From an optimization exercise on the open Yosys and OpenROAD flow, aimed at small area and a short achievable clock period; shortcuts taken in it are not production practice. The RTL of this run was laid out without a check of its function. Power and IR drop assume default switching activity.

`design/flow/constraint.sdc`:
```
create_clock -name core_clock -period 8.0 [get_ports {clk}]
set_input_delay 1.6000 -clock core_clock [delete_from_list [all_inputs] [get_ports {clk}]]
set_output_delay 1.6000 -clock core_clock [all_outputs]
set_load 0.01 [all_outputs]
```
`design/flow/design.v`:
```
module folding_2(Xn,Yn,a,b,clk,switch,rst);
input [15:0] Xn,a,b;
input clk,switch,rst;
output reg [15:0] Yn;
reg ph;                   
reg rq;                   
reg [15:0] c;             
reg [15:0] h2, h3, h4;    
reg [15:0] as_, ac;       
wire [15:0] y = ph ? h3 : h4;
wire [15:0] as_g = as_ & {16{ph}};
wire [15:0] ac_g = ac & {16{ph}};
wire [15:0] x_g = Xn & {16{ph}};
wire [15:0] ns, nc, ysum;
wire sh = ~ph | rq;        
  wire bo0, bt0, bn0;
  wire pp0_0;
  wire pp0_1;
  wire pp0_2;
  wire pp0_3;
  wire pp0_4;
  wire pp0_5;
  wire pp0_6;
  wire pp0_7;
  wire pp0_8;
  wire pp0_9;
  wire pp0_10;
  wire pp0_11;
  wire pp0_12;
  wire pp0_13;
  wire pp0_14;
  wire pp0_15;
  wire bo1, bt1, bn1;
  wire pp1_0;
  wire pp1_1;
  wire pp1_2;
  wire pp1_3;
  wire pp1_4;
  wire pp1_5;
  wire pp1_6;
  wire pp1_7;
  wire pp1_8;
  wire pp1_9;
  wire pp1_10;
  wire pp1_11;
  wire pp1_12;
  wire pp1_13;
  wire bo2, bt2, bn2;
  wire pp2_0;
  wire pp2_1;
  wire pp2_2;
  wire pp2_3;
  wire pp2_4;
  wire pp2_5;
  wire pp2_6;
  wire pp2_7;
  wire pp2_8;
  wire pp2_9;
  wire pp2_10;
  wire pp2_11;
  wire bo3, bt3, bn3;
  wire pp3_0;
  wire pp3_1;
  wire pp3_2;
  wire pp3_3;
  wire pp3_4;
  wire pp3_5;
  wire pp3_6;
  wire pp3_7;
  wire pp3_8;
  wire pp3_9;
  wire bo4, bt4, bn4;
  wire pp4_0;
  wire pp4_1;
  wire pp4_2;
  wire pp4_3;
  wire pp4_4;
  wire pp4_5;
  wire pp4_6;
  wire pp4_7;
  wire bo5, bt5, bn5;
  wire pp5_0;
  wire pp5_1;
  wire pp5_2;
  wire pp5_3;
  wire pp5_4;
  wire pp5_5;
  wire bo6, bt6, bn6;
  wire pp6_0;
  wire pp6_1;
  wire pp6_2;
  wire pp6_3;
  wire bo7, bt7, bn7;
  wire pp7_0;
  wire pp7_1;
  wire s1;
  wire k2;
  wire s3;
  wire k4;
  wire s5;
  wire k6;
  wire s7;
  wire k8;
  wire s9;
  wire k10;
  wire s11;
  wire k12;
  wire s13;
  wire k14;
  wire s15;
  wire k16;
  wire s17;
  wire k18;
  wire s19;
  wire k20;
  wire s21;
  wire k22;
  wire s23;
  wire k24;
  wire s25;
  wire k26;
  wire s27;
  wire k28;
  wire s29;
  wire k30;
  wire s31;
  wire k32;
  wire s33;
  wire k34;
  wire s35;
  wire k36;
  wire s37;
  wire k38;
  wire s39;
  wire k40;
  wire s41;
  wire k42;
  wire s43;
  wire k44;
  wire s45;
  wire k46;
  wire s47;
  wire k48;
  wire s49;
  wire k50;
  wire s51;
  wire k52;
  wire s53;
  wire k54;
  wire s55;
  wire k56;
  wire s57;
  wire k58;
  wire s59;
  wire k60;
  wire s61;
  wire k62;
  wire s63;
  wire k64;
  wire s65;
  wire k66;
  wire s67;
  wire k68;
  wire s69;
  wire k70;
  wire s71;
  wire k72;
  wire s73;
  wire k74;
  wire s75;
  wire k76;
  wire s77;
  wire k78;
  wire s79;
  wire k80;
  wire s81;
  wire k82;
  wire s83;
  wire k84;
  wire s85;
  wire k86;
  wire s87;
  wire k88;
  wire s89;
  wire k90;
  wire s91;
  wire k92;
  wire s93;
  wire k94;
  wire s95;
  wire k96;
  wire s97;
  wire k98;
  wire s99;
  wire k100;
  wire s101;
  wire k102;
  wire s103;
  wire k104;
  wire s105;
  wire k106;
  wire s107;
  wire k108;
  wire s109;
  wire k110;
  wire s111;
  wire k112;
  wire s113;
  wire k114;
  wire s115;
  wire k116;
  wire s117;
  wire k118;
  wire s119;
  wire k120;
  wire s121;
  wire k122;
  wire s123;
  wire k124;
  wire s125;
  wire k126;
  wire s127;
  wire k128;
  wire s129;
  wire k130;
  wire s131;
  wire k132;
  wire s133;
  wire k134;
  wire s135;
  wire k136;
  wire s137;
  wire k138;
  wire s139;
  wire k140;
  wire s141;
  wire k142;
  wire s143;
  wire k144;
  wire s145;
  wire k146;
  wire s147;
  wire k148;
  wire s149;
  wire k150;
  wire s151;
  wire k152;
  wire s153;
  wire k154;
  wire s155;
  wire k156;
  wire s157;
  wire k158;
  wire s159;
  wire s160;
  wire s161;
  wire s162;
  wire s163;
  wire s164;
  wire s165;
  wire s166;
  wire s167;
  assign bn0 = c[1];
  assign bo0 = c[0] ^ 1'b0;
  assign bt0 = (c[1] & ~c[0] & ~1'b0) | (~c[1] & c[0] & 1'b0);
  assign pp0_0 = ((y[0] & bo0) | (1'b0 & bt0)) ^ bn0;
  assign pp0_1 = ((y[1] & bo0) | (y[0] & bt0)) ^ bn0;
  assign pp0_2 = ((y[2] & bo0) | (y[1] & bt0)) ^ bn0;
  assign pp0_3 = ((y[3] & bo0) | (y[2] & bt0)) ^ bn0;
  assign pp0_4 = ((y[4] & bo0) | (y[3] & bt0)) ^ bn0;
  assign pp0_5 = ((y[5] & bo0) | (y[4] & bt0)) ^ bn0;
  assign pp0_6 = ((y[6] & bo0) | (y[5] & bt0)) ^ bn0;
  assign pp0_7 = ((y[7] & bo0) | (y[6] & bt0)) ^ bn0;
  assign pp0_8 = ((y[8] & bo0) | (y[7] & bt0)) ^ bn0;
  assign pp0_9 = ((y[9] & bo0) | (y[8] & bt0)) ^ bn0;
  assign pp0_10 = ((y[10] & bo0) | (y[9] & bt0)) ^ bn0;
  assign pp0_11 = ((y[11] & bo0) | (y[10] & bt0)) ^ bn0;
  assign pp0_12 = ((y[12] & bo0) | (y[11] & bt0)) ^ bn0;
  assign pp0_13 = ((y[13] & bo0) | (y[12] & bt0)) ^ bn0;
  assign pp0_14 = ((y[14] & bo0) | (y[13] & bt0)) ^ bn0;
  assign pp0_15 = ((y[15] & bo0) | (y[14] & bt0)) ^ bn0;
  assign bn1 = c[3];
  assign bo1 = c[2] ^ c[1];
  assign bt1 = (c[3] & ~c[2] & ~c[1]) | (~c[3] & c[2] & c[1]);
  assign pp1_0 = ((y[0] & bo1) | (1'b0 & bt1)) ^ bn1;
  assign pp1_1 = ((y[1] & bo1) | (y[0] & bt1)) ^ bn1;
  assign pp1_2 = ((y[2] & bo1) | (y[1] & bt1)) ^ bn1;
  assign pp1_3 = ((y[3] & bo1) | (y[2] & bt1)) ^ bn1;
  assign pp1_4 = ((y[4] & bo1) | (y[3] & bt1)) ^ bn1;
  assign pp1_5 = ((y[5] & bo1) | (y[4] & bt1)) ^ bn1;
  assign pp1_6 = ((y[6] & bo1) | (y[5] & bt1)) ^ bn1;
  assign pp1_7 = ((y[7] & bo1) | (y[6] & bt1)) ^ bn1;
  assign pp1_8 = ((y[8] & bo1) | (y[7] & bt1)) ^ bn1;
  assign pp1_9 = ((y[9] & bo1) | (y[8] & bt1)) ^ bn1;
  assign pp1_10 = ((y[10] & bo1) | (y[9] & bt1)) ^ bn1;
  assign pp1_11 = ((y[11] & bo1) | (y[10] & bt1)) ^ bn1;
  assign pp1_12 = ((y[12] & bo1) | (y[11] & bt1)) ^ bn1;
  assign pp1_13 = ((y[13] & bo1) | (y[12] & bt1)) ^ bn1;
  assign bn2 = c[5];
  assign bo2 = c[4] ^ c[3];
  assign bt2 = (c[5] & ~c[4] & ~c[3]) | (~c[5] & c[4] & c[3]);
  assign pp2_0 = ((y[0] & bo2) | (1'b0 & bt2)) ^ bn2;
  assign pp2_1 = ((y[1] & bo2) | (y[0] & bt2)) ^ bn2;
  assign pp2_2 = ((y[2] & bo2) | (y[1] & bt2)) ^ bn2;
  assign pp2_3 = ((y[3] & bo2) | (y[2] & bt2)) ^ bn2;
  assign pp2_4 = ((y[4] & bo2) | (y[3] & bt2)) ^ bn2;
  assign pp2_5 = ((y[5] & bo2) | (y[4] & bt2)) ^ bn2;
  assign pp2_6 = ((y[6] & bo2) | (y[5] & bt2)) ^ bn2;
  assign pp2_7 = ((y[7] & bo2) | (y[6] & bt2)) ^ bn2;
  assign pp2_8 = ((y[8] & bo2) | (y[7] & bt2)) ^ bn2;
  assign pp2_9 = ((y[9] & bo2) | (y[8] & bt2)) ^ bn2;
  assign pp2_10 = ((y[10] & bo2) | (y[9] & bt2)) ^ bn2;
  assign pp2_11 = ((y[11] & bo2) | (y[10] & bt2)) ^ bn2;
  assign bn3 = c[7];
  assign bo3 = c[6] ^ c[5];
  assign bt3 = (c[7] & ~c[6] & ~c[5]) | (~c[7] & c[6] & c[5]);
  assign pp3_0 = ((y[0] & bo3) | (1'b0 & bt3)) ^ bn3;
  assign pp3_1 = ((y[1] & bo3) | (y[0] & bt3)) ^ bn3;
  assign pp3_2 = ((y[2] & bo3) | (y[1] & bt3)) ^ bn3;
  assign pp3_3 = ((y[3] & bo3) | (y[2] & bt3)) ^ bn3;
  assign pp3_4 = ((y[4] & bo3) | (y[3] & bt3)) ^ bn3;
  assign pp3_5 = ((y[5] & bo3) | (y[4] & bt3)) ^ bn3;
  assign pp3_6 = ((y[6] & bo3) | (y[5] & bt3)) ^ bn3;
  assign pp3_7 = ((y[7] & bo3) | (y[6] & bt3)) ^ bn3;
  assign pp3_8 = ((y[8] & bo3) | (y[7] & bt3)) ^ bn3;
  assign pp3_9 = ((y[9] & bo3) | (y[8] & bt3)) ^ bn3;
  assign bn4 = c[9];
  assign bo4 = c[8] ^ c[7];
  assign bt4 = (c[9] & ~c[8] & ~c[7]) | (~c[9] & c[8] & c[7]);
  assign pp4_0 = ((y[0] & bo4) | (1'b0 & bt4)) ^ bn4;
  assign pp4_1 = ((y[1] & bo4) | (y[0] & bt4)) ^ bn4;
  assign pp4_2 = ((y[2] & bo4) | (y[1] & bt4)) ^ bn4;
  assign pp4_3 = ((y[3] & bo4) | (y[2] & bt4)) ^ bn4;
  assign pp4_4 = ((y[4] & bo4) | (y[3] & bt4)) ^ bn4;
  assign pp4_5 = ((y[5] & bo4) | (y[4] & bt4)) ^ bn4;
  assign pp4_6 = ((y[6] & bo4) | (y[5] & bt4)) ^ bn4;
  assign pp4_7 = ((y[7] & bo4) | (y[6] & bt4)) ^ bn4;
  assign bn5 = c[11];
  assign bo5 = c[10] ^ c[9];
  assign bt5 = (c[11] & ~c[10] & ~c[9]) | (~c[11] & c[10] & c[9]);
  assign pp5_0 = ((y[0] & bo5) | (1'b0 & bt5)) ^ bn5;
  assign pp5_1 = ((y[1] & bo5) | (y[0] & bt5)) ^ bn5;
  assign pp5_2 = ((y[2] & bo5) | (y[1] & bt5)) ^ bn5;
  assign pp5_3 = ((y[3] & bo5) | (y[2] & bt5)) ^ bn5;
  assign pp5_4 = ((y[4] & bo5) | (y[3] & bt5)) ^ bn5;
  assign pp5_5 = ((y[5] & bo5) | (y[4] & bt5)) ^ bn5;
  assign bn6 = c[13];
  assign bo6 = c[12] ^ c[11];
  assign bt6 = (c[13] & ~c[12] & ~c[11]) | (~c[13] & c[12] & c[11]);
  assign pp6_0 = ((y[0] & bo6) | (1'b0 & bt6)) ^ bn6;
  assign pp6_1 = ((y[1] & bo6) | (y[0] & bt6)) ^ bn6;
  assign pp6_2 = ((y[2] & bo6) | (y[1] & bt6)) ^ bn6;
  assign pp6_3 = ((y[3] & bo6) | (y[2] & bt6)) ^ bn6;
  assign bn7 = c[15];
  assign bo7 = c[14] ^ c[13];
  assign bt7 = (c[15] & ~c[14] & ~c[13]) | (~c[15] & c[14] & c[13]);
  assign pp7_0 = ((y[0] & bo7) | (1'b0 & bt7)) ^ bn7;
  assign pp7_1 = ((y[1] & bo7) | (y[0] & bt7)) ^ bn7;
  assign s1 = as_g[0] ^ ac_g[0] ^ bn0;
  assign k2 = (as_g[0] & ac_g[0]) | (as_g[0] & bn0) | (ac_g[0] & bn0);
  assign s3 = pp0_0 ^ s1 ^ x_g[0];
  assign k4 = (pp0_0 & s1) | (pp0_0 & x_g[0]) | (s1 & x_g[0]);
  assign s5 = as_g[1] ^ ac_g[1] ^ pp0_1;
  assign k6 = (as_g[1] & ac_g[1]) | (as_g[1] & pp0_1) | (ac_g[1] & pp0_1);
  assign s7 = k2 ^ s5 ^ x_g[1];
  assign k8 = (k2 & s5) | (k2 & x_g[1]) | (s5 & x_g[1]);
  assign s9 = as_g[2] ^ ac_g[2] ^ bn1;
  assign k10 = (as_g[2] & ac_g[2]) | (as_g[2] & bn1) | (ac_g[2] & bn1);
  assign s11 = pp0_2 ^ pp1_0 ^ s9;
  assign k12 = (pp0_2 & pp1_0) | (pp0_2 & s9) | (pp1_0 & s9);
  assign s13 = k6 ^ s11 ^ x_g[2];
  assign k14 = (k6 & s11) | (k6 & x_g[2]) | (s11 & x_g[2]);
  assign s15 = as_g[3] ^ ac_g[3] ^ pp0_3;
  assign k16 = (as_g[3] & ac_g[3]) | (as_g[3] & pp0_3) | (ac_g[3] & pp0_3);
  assign s17 = pp1_1 ^ k10 ^ s15;
  assign k18 = (pp1_1 & k10) | (pp1_1 & s15) | (k10 & s15);
  assign s19 = k12 ^ s17 ^ x_g[3];
  assign k20 = (k12 & s17) | (k12 & x_g[3]) | (s17 & x_g[3]);
  assign s21 = as_g[4] ^ ac_g[4] ^ bn2;
  assign k22 = (as_g[4] & ac_g[4]) | (as_g[4] & bn2) | (ac_g[4] & bn2);
  assign s23 = pp0_4 ^ pp1_2 ^ pp2_0;
  assign k24 = (pp0_4 & pp1_2) | (pp0_4 & pp2_0) | (pp1_2 & pp2_0);
  assign s25 = s21 ^ k16 ^ s23;
  assign k26 = (s21 & k16) | (s21 & s23) | (k16 & s23);
  assign s27 = k18 ^ s25 ^ x_g[4];
  assign k28 = (k18 & s25) | (k18 & x_g[4]) | (s25 & x_g[4]);
  assign s29 = as_g[5] ^ ac_g[5] ^ pp0_5;
  assign k30 = (as_g[5] & ac_g[5]) | (as_g[5] & pp0_5) | (ac_g[5] & pp0_5);
  assign s31 = pp1_3 ^ pp2_1 ^ k22;
  assign k32 = (pp1_3 & pp2_1) | (pp1_3 & k22) | (pp2_1 & k22);
  assign s33 = k24 ^ s29 ^ s31;
  assign k34 = (k24 & s29) | (k24 & s31) | (s29 & s31);
  assign s35 = k26 ^ x_g[5] ^ s33;
  assign k36 = (k26 & x_g[5]) | (k26 & s33) | (x_g[5] & s33);
  assign s37 = as_g[6] ^ ac_g[6] ^ bn3;
  assign k38 = (as_g[6] & ac_g[6]) | (as_g[6] & bn3) | (ac_g[6] & bn3);
  assign s39 = pp0_6 ^ pp1_4 ^ pp2_2;
  assign k40 = (pp0_6 & pp1_4) | (pp0_6 & pp2_2) | (pp1_4 & pp2_2);
  assign s41 = pp3_0 ^ s37 ^ k30;
  assign k42 = (pp3_0 & s37) | (pp3_0 & k30) | (s37 & k30);
  assign s43 = s39 ^ k32 ^ s41;
  assign k44 = (s39 & k32) | (s39 & s41) | (k32 & s41);
  assign s45 = x_g[6] ^ k34 ^ s43;
  assign k46 = (x_g[6] & k34) | (x_g[6] & s43) | (k34 & s43);
  assign s47 = as_g[7] ^ ac_g[7] ^ pp0_7;
  assign k48 = (as_g[7] & ac_g[7]) | (as_g[7] & pp0_7) | (ac_g[7] & pp0_7);
  assign s49 = pp1_5 ^ pp2_3 ^ pp3_1;
  assign k50 = (pp1_5 & pp2_3) | (pp1_5 & pp3_1) | (pp2_3 & pp3_1);
  assign s51 = k38 ^ k40 ^ s47;
  assign k52 = (k38 & k40) | (k38 & s47) | (k40 & s47);
  assign s53 = s49 ^ k42 ^ s51;
  assign k54 = (s49 & k42) | (s49 & s51) | (k42 & s51);
  assign s55 = x_g[7] ^ k44 ^ s53;
  assign k56 = (x_g[7] & k44) | (x_g[7] & s53) | (k44 & s53);
  assign s57 = as_g[8] ^ ac_g[8] ^ bn4;
  assign k58 = (as_g[8] & ac_g[8]) | (as_g[8] & bn4) | (ac_g[8] & bn4);
  assign s59 = pp0_8 ^ pp1_6 ^ pp2_4;
  assign k60 = (pp0_8 & pp1_6) | (pp0_8 & pp2_4) | (pp1_6 & pp2_4);
  assign s61 = pp3_2 ^ pp4_0 ^ s57;
  assign k62 = (pp3_2 & pp4_0) | (pp3_2 & s57) | (pp4_0 & s57);
  assign s63 = k48 ^ k50 ^ s59;
  assign k64 = (k48 & k50) | (k48 & s59) | (k50 & s59);
  assign s65 = s61 ^ k52 ^ s63;
  assign k66 = (s61 & k52) | (s61 & s63) | (k52 & s63);
  assign s67 = x_g[8] ^ k54 ^ s65;
  assign k68 = (x_g[8] & k54) | (x_g[8] & s65) | (k54 & s65);
  assign s69 = as_g[9] ^ ac_g[9] ^ pp0_9;
  assign k70 = (as_g[9] & ac_g[9]) | (as_g[9] & pp0_9) | (ac_g[9] & pp0_9);
  assign s71 = pp1_7 ^ pp2_5 ^ pp3_3;
  assign k72 = (pp1_7 & pp2_5) | (pp1_7 & pp3_3) | (pp2_5 & pp3_3);
  assign s73 = pp4_1 ^ k58 ^ k60;
  assign k74 = (pp4_1 & k58) | (pp4_1 & k60) | (k58 & k60);
  assign s75 = s69 ^ s71 ^ k62;
  assign k76 = (s69 & s71) | (s69 & k62) | (s71 & k62);
  assign s77 = k64 ^ s73 ^ x_g[9];
  assign k78 = (k64 & s73) | (k64 & x_g[9]) | (s73 & x_g[9]);
  assign s79 = s75 ^ k66 ^ s77;
  assign k80 = (s75 & k66) | (s75 & s77) | (k66 & s77);
  assign s81 = as_g[10] ^ ac_g[10] ^ bn5;
  assign k82 = (as_g[10] & ac_g[10]) | (as_g[10] & bn5) | (ac_g[10] & bn5);
  assign s83 = pp0_10 ^ pp1_8 ^ pp2_6;
  assign k84 = (pp0_10 & pp1_8) | (pp0_10 & pp2_6) | (pp1_8 & pp2_6);
  assign s85 = pp3_4 ^ pp4_2 ^ pp5_0;
  assign k86 = (pp3_4 & pp4_2) | (pp3_4 & pp5_0) | (pp4_2 & pp5_0);
  assign s87 = s81 ^ k70 ^ k72;
  assign k88 = (s81 & k70) | (s81 & k72) | (k70 & k72);
  assign s89 = s83 ^ s85 ^ k74;
  assign k90 = (s83 & s85) | (s83 & k74) | (s85 & k74);
  assign s91 = s87 ^ x_g[10] ^ k76;
  assign k92 = (s87 & x_g[10]) | (s87 & k76) | (x_g[10] & k76);
  assign s93 = s89 ^ k78 ^ s91;
  assign k94 = (s89 & k78) | (s89 & s91) | (k78 & s91);
  assign s95 = as_g[11] ^ ac_g[11] ^ pp0_11;
  assign k96 = (as_g[11] & ac_g[11]) | (as_g[11] & pp0_11) | (ac_g[11] & pp0_11);
  assign s97 = pp1_9 ^ pp2_7 ^ pp3_5;
  assign k98 = (pp1_9 & pp2_7) | (pp1_9 & pp3_5) | (pp2_7 & pp3_5);
  assign s99 = pp4_3 ^ pp5_1 ^ k82;
  assign k100 = (pp4_3 & pp5_1) | (pp4_3 & k82) | (pp5_1 & k82);
  assign s101 = k84 ^ k86 ^ s95;
  assign k102 = (k84 & k86) | (k84 & s95) | (k86 & s95);
  assign s103 = s97 ^ s99 ^ k88;
  assign k104 = (s97 & s99) | (s97 & k88) | (s99 & k88);
  assign s105 = s101 ^ x_g[11] ^ k90;
  assign k106 = (s101 & x_g[11]) | (s101 & k90) | (x_g[11] & k90);
  assign s107 = s103 ^ k92 ^ s105;
  assign k108 = (s103 & k92) | (s103 & s105) | (k92 & s105);
  assign s109 = as_g[12] ^ ac_g[12] ^ bn6;
  assign k110 = (as_g[12] & ac_g[12]) | (as_g[12] & bn6) | (ac_g[12] & bn6);
  assign s111 = pp0_12 ^ pp1_10 ^ pp2_8;
  assign k112 = (pp0_12 & pp1_10) | (pp0_12 & pp2_8) | (pp1_10 & pp2_8);
  assign s113 = pp3_6 ^ pp4_4 ^ pp5_2;
  assign k114 = (pp3_6 & pp4_4) | (pp3_6 & pp5_2) | (pp4_4 & pp5_2);
  assign s115 = pp6_0 ^ s109 ^ k96;
  assign k116 = (pp6_0 & s109) | (pp6_0 & k96) | (s109 & k96);
  assign s117 = k98 ^ s111 ^ s113;
  assign k118 = (k98 & s111) | (k98 & s113) | (s111 & s113);
  assign s119 = k100 ^ k102 ^ s115;
  assign k120 = (k100 & k102) | (k100 & s115) | (k102 & s115);
  assign s121 = s117 ^ x_g[12] ^ k104;
  assign k122 = (s117 & x_g[12]) | (s117 & k104) | (x_g[12] & k104);
  assign s123 = s119 ^ k106 ^ s121;
  assign k124 = (s119 & k106) | (s119 & s121) | (k106 & s121);
  assign s125 = as_g[13] ^ ac_g[13] ^ pp0_13;
  assign k126 = (as_g[13] & ac_g[13]) | (as_g[13] & pp0_13) | (ac_g[13] & pp0_13);
  assign s127 = pp1_11 ^ pp2_9 ^ pp3_7;
  assign k128 = (pp1_11 & pp2_9) | (pp1_11 & pp3_7) | (pp2_9 & pp3_7);
  assign s129 = pp4_5 ^ pp5_3 ^ pp6_1;
  assign k130 = (pp4_5 & pp5_3) | (pp4_5 & pp6_1) | (pp5_3 & pp6_1);
  assign s131 = k110 ^ k112 ^ k114;
  assign k132 = (k110 & k112) | (k110 & k114) | (k112 & k114);
  assign s133 = s125 ^ s127 ^ s129;
  assign k134 = (s125 & s127) | (s125 & s129) | (s127 & s129);
  assign s135 = k116 ^ k118 ^ s131;
  assign k136 = (k116 & k118) | (k116 & s131) | (k118 & s131);
  assign s137 = s133 ^ x_g[13] ^ k120;
  assign k138 = (s133 & x_g[13]) | (s133 & k120) | (x_g[13] & k120);
  assign s139 = s135 ^ k122 ^ s137;
  assign k140 = (s135 & k122) | (s135 & s137) | (k122 & s137);
  assign s141 = as_g[14] ^ ac_g[14] ^ bn7;
  assign k142 = (as_g[14] & ac_g[14]) | (as_g[14] & bn7) | (ac_g[14] & bn7);
  assign s143 = pp0_14 ^ pp1_12 ^ pp2_10;
  assign k144 = (pp0_14 & pp1_12) | (pp0_14 & pp2_10) | (pp1_12 & pp2_10);
  assign s145 = pp3_8 ^ pp4_6 ^ pp5_4;
  assign k146 = (pp3_8 & pp4_6) | (pp3_8 & pp5_4) | (pp4_6 & pp5_4);
  assign s147 = pp6_2 ^ pp7_0 ^ s141;
  assign k148 = (pp6_2 & pp7_0) | (pp6_2 & s141) | (pp7_0 & s141);
  assign s149 = k126 ^ k128 ^ k130;
  assign k150 = (k126 & k128) | (k126 & k130) | (k128 & k130);
  assign s151 = s143 ^ s145 ^ s147;
  assign k152 = (s143 & s145) | (s143 & s147) | (s145 & s147);
  assign s153 = k132 ^ k134 ^ s149;
  assign k154 = (k132 & k134) | (k132 & s149) | (k134 & s149);
  assign s155 = x_g[14] ^ s151 ^ k136;
  assign k156 = (x_g[14] & s151) | (x_g[14] & k136) | (s151 & k136);
  assign s157 = s153 ^ k138 ^ s155;
  assign k158 = (s153 & k138) | (s153 & s155) | (k138 & s155);
  assign s159 = as_g[15] ^ ac_g[15] ^ pp0_15;
  assign s160 = pp1_13 ^ pp2_11 ^ pp3_9;
  assign s161 = pp4_7 ^ pp5_5 ^ pp6_3;
  assign s162 = pp7_1 ^ k142 ^ k144;
  assign s163 = k146 ^ s159 ^ s160;
  assign s164 = s161 ^ k148 ^ k150;
  assign s165 = s162 ^ s163 ^ x_g[15];
  assign s166 = k152 ^ k154 ^ s164;
  assign s167 = s165 ^ k156 ^ s166;
  assign ns = {k158, k140, k124, k108, k94, k80, k68, k56, k46, k36, k28, k20, k14, k8, k4, s3};
  assign nc = {s167, s157, s139, s123, s107, s93, s79, s67, s55, s45, s35, s27, s19, s13, s7, 1'b0};
  assign ysum = as_ + ac;
always @(posedge clk) begin
  ph <= ~switch;
  rq <= rst;
  c <= rst ? 16'd0 : (switch ? b : a);
  as_ <= ns;
  ac <= nc;
  if (sh) begin
    Yn <= (rst | rq) ? 16'd0 : ysum;
    h2 <= Yn;
    h3 <= h2;
    h4 <= h3;
  end
end
endmodule
```
`design/flow/config.mk`:
```
export PLATFORM = sky130hd
export DESIGN_NAME = folding_2
export DESIGN_NICKNAME = folding_2
export VERILOG_FILES = /design/flow/design.v
export SDC_FILE = /design/flow/constraint.sdc
export NUM_CORES = 4
export LEC_CHECK = 0
export CAP_MARGIN = 20
export CORE_MARGIN = 2
export CORE_UTILIZATION = 40
export SLEW_MARGIN = 20
```
`design/flow/run.sh`:
```
#!/bin/bash
# synth_recipe.tcl (not shown) runs the flow's synth.tcl, then flattens the netlist and writes it again
# the make line also repeats each setting of config.mk as NAME=value (left out here)
make -C /OpenROAD-flow-scripts/flow DESIGN_CONFIG=/design/flow/config.mk WORK_HOME=/design/flow/orfs CLKGATE_MAP_FILE= SYNTH_SCRIPT=/design/flow/synth_recipe.tcl finish
```
==> run summary <==
==> per-stage QoR <==
| step | setup slack [ns] | cell area [µm²] |
|---|---|---|
| after CTS | 2.70 | 10200 |
| after floorplan | 3.47 | 8810 |
| after detailed placement | 2.72 | 9620 |
| final | 2.71 | 10200 |
| after global routing | 2.37 | 10200 |
| after global placement | 2.83 | 9620 |
==> logic make-up (layout without fill, tap and decap cells) <==
group,count (synthesis),in the layout,share of synthesized area
buf+inv,139,175,0.0626
mux,47,47,0.0595
fa+ha+maj,106,106,0.214
compound gates,243,243,0.183
flops,113,113,0.329
simple gates,203,203,0.106
xor+xnor,44,44,0.0453
==> where the power goes <==
group / internal (W) / total, W / leakage, nW / switching, W
registers: 0.000843 / 0.000956 / 1.10 / 0.000113
clock network: 0.000443 / 0.000761 / 0.282 / 0.000318
logic: 0.000851 / 0.00191 / 2.55 / 0.00106
==> path summary, 6_finish.rpt <==
path         start     end  slack [ns]
min reg2reg  h2[9]   h3[9]        0.42
min          h2[9]   h3[9]        0.42
max reg2reg     ph  ac[15]        2.71
max             ph  ac[15]        2.71
==> cells in the final DEF (no fill, tap or decap), types with 32 or more instances in the layout <==
cell type        synthesis  layout
a21oi_1                 47      47
clkdlybuf4s50_1          0      66
dfxtp_1                 49      48
edfxtp_1                64      64
fa_1                    79      79
inv_1                   62      62
nand2_1                 78      78
nor2_1                  56      56
o21ai_0                 54      54
o221ai_1                32      32
o22ai_1                 37      37
xnor2_1                 35      35
==> cell type report <==
type / instances / area share
multi-input combinational: 643 / 0.525
sequential: 113 / 0.284
timing repair buffer: 81 / 0.0757
clock buffer: 17 / 0.0416
tap: 280 / 0.0343
inverter: 62 / 0.0228
clock inverter: 15 / 0.0163
==> metal layers <==
layer | wire length, µm | track usage | part of all wire | vias up
met2 | 10800 | 0.319 | 0.45 | 284
met4 | 323 | 0.0454 | 0.013 | 0
li1 | - | - | - | 3199
met3 | 1760 | 0.0455 | 0.073 | 27
met5 | 0 | 0 | 0 | -
met1 | 11100 | 0.312 | 0.46 | 3359
==> registers in the layout, summed over array words and instances, names as in the netlist <==
register,cells
Yn,16
ac,15
as_,16
c,16
h2,16
h3,16
h4,16
ph,1
rq,1
==> impl_metrics.toml <==
[logic_synthesis]
synth-edff-count = 64
synth_top_area_frac = 0.218
syn_nets = 1040
netlist_top_cells_area = "edfxtp_1, fa_1, dfxtp_1"
ys_warn_count = 1
postSynth.asyncResetShare = 0
dominantRegCellSynth = "edfxtp_1"
yosys.cell_count.top_type = "fa_1"
syn_area_per_cell_um2 = 9.85
synth_top_cell_by_area = "edfxtp_1"
synth_commonest_cells = "fa_1, nand2_1, clkbuf_1, edfxtp_1, inv_1"
synth_cell_types = 55
ys_ff_latch = 113
ys_seq_area_frac = 0.329
syn_area_um2 = 8810
postSynthCellCount = 895

[timing]
drv_slew = 0
rsz0062_at_grt = "false"
hold_violations = 0
max_freq_mhz = 189
maxSlewHeadroom = 0.319
tns_ns = 0
fin_crit_ns = 5.29
fin_skew_ns = 0.0186
period_share = 0.661
fin_hold_ws_ns = 0.421
setup_viol = 0
tightest_slew_ns = 0.996

[setup_path]
cp_slowest_cell = "mux2i_1"
cp_top_family = "adder cells"
path_cells = "buf_4, mux2i_1, o221ai_1, fa_1, inv_1, fa_1, fa_1, fa_1, xnor2_1, xnor2_1, xnor2_1, xnor2_1, xnor2_1, xnor3_1"
path_depth = 14
worst-path-buf-inv = 2
crit_path_end_kind = "register"
worstPathArrival_ns = 5.60
crit_type = "reg -> reg"
slowest_delay_ns = 0.69
crit_path_start_kind = "register"
ff2ff_path_depth = 14
worstPathMaxFanout = 64
cp.required_ns = 8.31
crit_top_cell = "xnor2_1"

[final_layout]
multi_input_area_um2 = 5360
diodes = 0
stdcell_count = 1211
layout.nets = 1063
register_area_um2 = 2900
fillers = 2037
drive_above_1_share = 0.0827
final_util = 0.470
syn2layout_area_growth_pct = 15.9

[clock_tree]
cts_setup_buffers = 0
cts_buffer_depth = 2
ctsResizeCount = 0
htreeDepth = 4
cts-root-buf = "clkbuf_16"
cts_sinks = 113
cts_tree = "done"
clkLatencyLatePin_ns = 0.43
clkTransAtPathRegs_ns = 0.06
cts-hold-fix-buffers = 0
cts_inserted_buffers = 17

[place]
dp.cells = 1179
io_buffers = 66
gp_congestion = 0.923
dp_hpwl_mm = 17.4

[floorplanning]
dieArea_um2 = 23200
start_util = 0.405
die_h_um = 152
fp.dieW_um = 152
rows = 54
top_level_ports = 67
core-area_um2 = 21800

[worst_hold_path]
hp-class = "reg -> reg"
holdPathStages = 0

[detailed_routing]
ant_nets = 0
first_pass_iters = 8
drc = 0
routedWlPerCell_um = 19.8
via_per_inst = 5.67
drt_iter0_markers = 846
dr_total_vias = 6869
routed_wirelength_mm = 24.0

[global_route]
antenna_found_initial = 2
grt_remaining_overflow = 0
grt_pass1_vias = 6622
grt_max_degree = 65
grt_pass1_wl_mm = 38.3
grt_usage = 0.211

[job]
maxCapViolations = 0

[pwr]
ir_drop_mv = 0.214
p_per_area_nw_per_um2 = 355
p_total_w = 0.00363
p_leak_nw = 3.93

[run_status]
outcome = "complete, no violations"

## port drivers added, routing unchanged
The flow's constraints put no driver on any port. The routed layout listed below was extracted and timed again, unchanged, in two steps. Step 1 sets driving cells, clkbuf_16 on the clock port and buf_2 on the other inputs (assumed; they add their load-dependent delay and slew). Step 2 adds t to the input delays and takes it off the output delays; t is the mean of the earliest and latest rising clock arrival at the registers after step 1. Input paths then give back, and output paths get back, about the clock's delay inside the block. Three values: no drivers, after step 1, after step 2; two values: the first two.
t, ns: 0.463
slack for setup (ns): 2.708 / 2.708 / 2.708
hold WS [ns]: 0.421 / 0.421 / 0.421
latest minus earliest clock arrival (ns): 0.019 / 0.019
After both steps setup and hold are still met in this run. For this run, drivers alone change the setup slack by 0.000 ns; drivers and shift together by 0.000 ns.
